This is an optimization exercise on Yosys and OpenROAD, whose aim is small area, not a production implementation. Only simulation tests tie the RTL to the original design; equivalence was not proved. No driver is modelled on the clock port, so clock power and skew are understated where the tree is cut down; a real chip needs a root buffer or a tree. Power and IR drop assume default switching activity.

run B:
==> flow/design.v <==
`timescale 1ns / 1ps
module uart_tx_rx(
input clk,
input rst,  
input start,
input [7:0] txin,
output tx,
input rx,
output [7:0] rxout,
output rxdone, txdone
);
reg [3:0] m_q;    
reg [3:0] c_q;    
reg [7:0] d;      
wire [3:0] m = m_q ^ 4'd0;
wire [3:0] c = c_q ^ 4'd1;
wire cidle = c[3] & ~c[1] & c[0];           
wire idle  = cidle & m[0];                  
wire go    = idle & start;
wire m9    = (~m[1] & ~m[2]);
wire m10   = (~m[2] & ~m[3]);
wire inc   = go | m10;                     
wire mset  = cidle | rst;
wire bitDone = m9 & ~(c[3] & (c[1] ^ c[0]));  
wire mf = (~m[0] & ~m[1]) | (~m[2] & m[3]) | (m[2] & ~m[3]);
wire [3:0] m_n = mset ? 4'd9 : {m[2:0], mf};
wire [3:0] c_n;
assign c_n[0] = rst | (c[0] ^ inc);
assign c_n[1] = ~rst & (c[1] ^ (inc & c[0]));
assign c_n[2] = ~rst & (c[2] ^ (inc & c[1] & c[0] & ~c[3]));
assign c_n[3] = rst | (c[3] ^ (inc & c[1] & c[0] & (c[2] | c[3])));
always @(posedge clk) begin
    m_q <= m_n ^ 4'd0;
    c_q <= c_n ^ 4'd1;
end
always @(posedge clk)
    if (cidle) d <= txin;
assign tx = c[3] ? ~(c[1] & (c[0] | m[1])) : d[c[2:0]];
assign txdone = m9 & c[3] & ~c[1] & ~c[0];   
reg [2:0] rc_q;   
reg [3:0] ri_q;   
reg [7:0] rd;
wire [2:0] rc = rc_q ^ 3'd0;
wire [3:0] ri = ri_q ^ 4'd12;
wire ri9   = ri[3] & ri[0];
wire ri10  = ri[3] & ri[1];
wire ridle = rc[2] & rc[1] & rc[0];
wire recv  = rc[2] & rc[1] & ~rc[0];
wire samp  = rc[2] & ~rc[1] & rc[0];
reg [2:0] rc_n;
always @(*) begin
    if (rst)
        rc_n = 3'd7;
    else if (ridle)
        rc_n = rx ? 3'd7 : 3'd0;
    else if (recv)
        rc_n = ri10 ? 3'd7 : (bitDone ? 3'd0 : 3'd6);
    else
        rc_n = rc + 3'd1;
end
wire rinc = recv & bitDone & ~ri10;
wire [3:0] ri_n;
assign ri_n[0] = ~ridle & (ri[0] ^ rinc);
assign ri_n[1] = ~ridle & (ri[1] ^ (rinc & ri[0]));
assign ri_n[2] = ~ridle & (ri[2] ^ (rinc & ri[1] & ri[0]));
assign ri_n[3] = ~ridle & (ri[3] ^ (rinc & ri[2] & ri[1] & ri[0]));
always @(posedge clk) begin
    rc_q <= rc_n ^ 3'd0;
    ri_q <= ri_n ^ 4'd12;
end
always @(posedge clk)
    if (samp & ~ri9) rd <= {rx, rd[7:1]};
assign rxout = rd;
assign rxdone = ri9 & bitDone;
endmodule
Settings: LEC_CHECK=0, CAP_MARGIN=20, CORE_MARGIN=2, CORE_UTILIZATION=35, SLEW_MARGIN=20; clock period 10.0 ns.
standard.sh (not shown) runs the stock make flow with config.mk's settings and CLKGATE_MAP_FILE= SYNTH_SCRIPT=/design/flow/synth_recipe.tcl, a recipe that flattens the netlist after the stock synthesis.
==> flow/flow/run.sh <==
#!/bin/bash
# The standard layout (standard.sh) with these changes, all for cell area:
#  - synthesis: flow/synth.tcl (no adder cells; ABC with the best of the area scripts flow/abc*.script)
#  - ports buffered with buf_1
#  - clock: CTS_HOOK_N buffers of type CTS_HOOK_CELL instead of TritonCTS's tree (flow/cts_hook.tcl)
set -euo pipefail
here=$(pwd)
export FLOW_ABC_DIR=$here/flow
export CTS_HOOK_CELL=${CTS_HOOK_CELL:-clkbuf_4} CTS_HOOK_N=${CTS_HOOK_N:-3}
bash standard.sh \
  "SYNTH_SCRIPT=$here/flow/synth.tcl" \
  "BUFFER_PORTS_ARGS=-buffer_cell sky130_fd_sc_hd__buf_1" \
  "PRE_CTS_TCL=$here/flow/cts_hook.tcl" \
  finish > standard.log 2>&1
Other scripts of this flow, unchanged in this note and not shown: flow/flow/abc1.script, flow/flow/abc10.script, flow/flow/abc2.script, flow/flow/abc3.script, flow/flow/abc4.script, flow/flow/abc5.script, flow/flow/abc6.script, flow/flow/abc7.script, flow/flow/abc8.script, flow/flow/abc9.script, flow/flow/cts_hook.tcl, flow/flow/synth.tcl
Run B: PASS, flow complete, no timing, DRC or antenna violations
Here is what was changed in the inputs of run E compared with run B.
- a change of CAP_MARGIN from 20 to 0
- a change of SLEW_MARGIN from 20 to 0
- an added GPL_TIMING_DRIVEN of 0
==> run summary <==
Global-route met2 utilization delta for run E relative to run B: 0.47 points higher
NOTE wire length of the first global-routing pass run B->run E increased slightly
Run E vs run B — power share of the sequential group rose 0.4 points.
In the final design statistics, run E uses fewer standard cells in total than run B.
Against run B, post-route worst setup slack in run E came out worse.
No run of this note takes its clock network from TritonCTS; it comes from the design's own scripts or RTL.

==> static timing again, ports no longer ideal <==
The results above use ideal ports. As a check the final layouts listed here were re-extracted and re-timed, cells and wires unchanged.
Step 1: set_driving_cell puts a clkbuf_16 on clk and a buf_2 on each other input, an assumption about the parent block.
Step 2 adds t to the input delays and takes it off the output delays; t is the mean of the earliest and latest rising clock arrival at the registers after step 1. Input paths then give back, and output paths get back, about the clock's delay inside the block.
Three values: no drivers, after step 1, after step 2; two values: the first two.
run	shift t [ns]	setup slack, ns	worst register clock-pin slew, ns
run B	0.201	6.438 / 6.401 / 6.602	0.12 / 0.12
run E	0.195	6.366 / 6.334 / 6.528	0.11 / 0.11
After both steps every run listed still meets setup and hold.
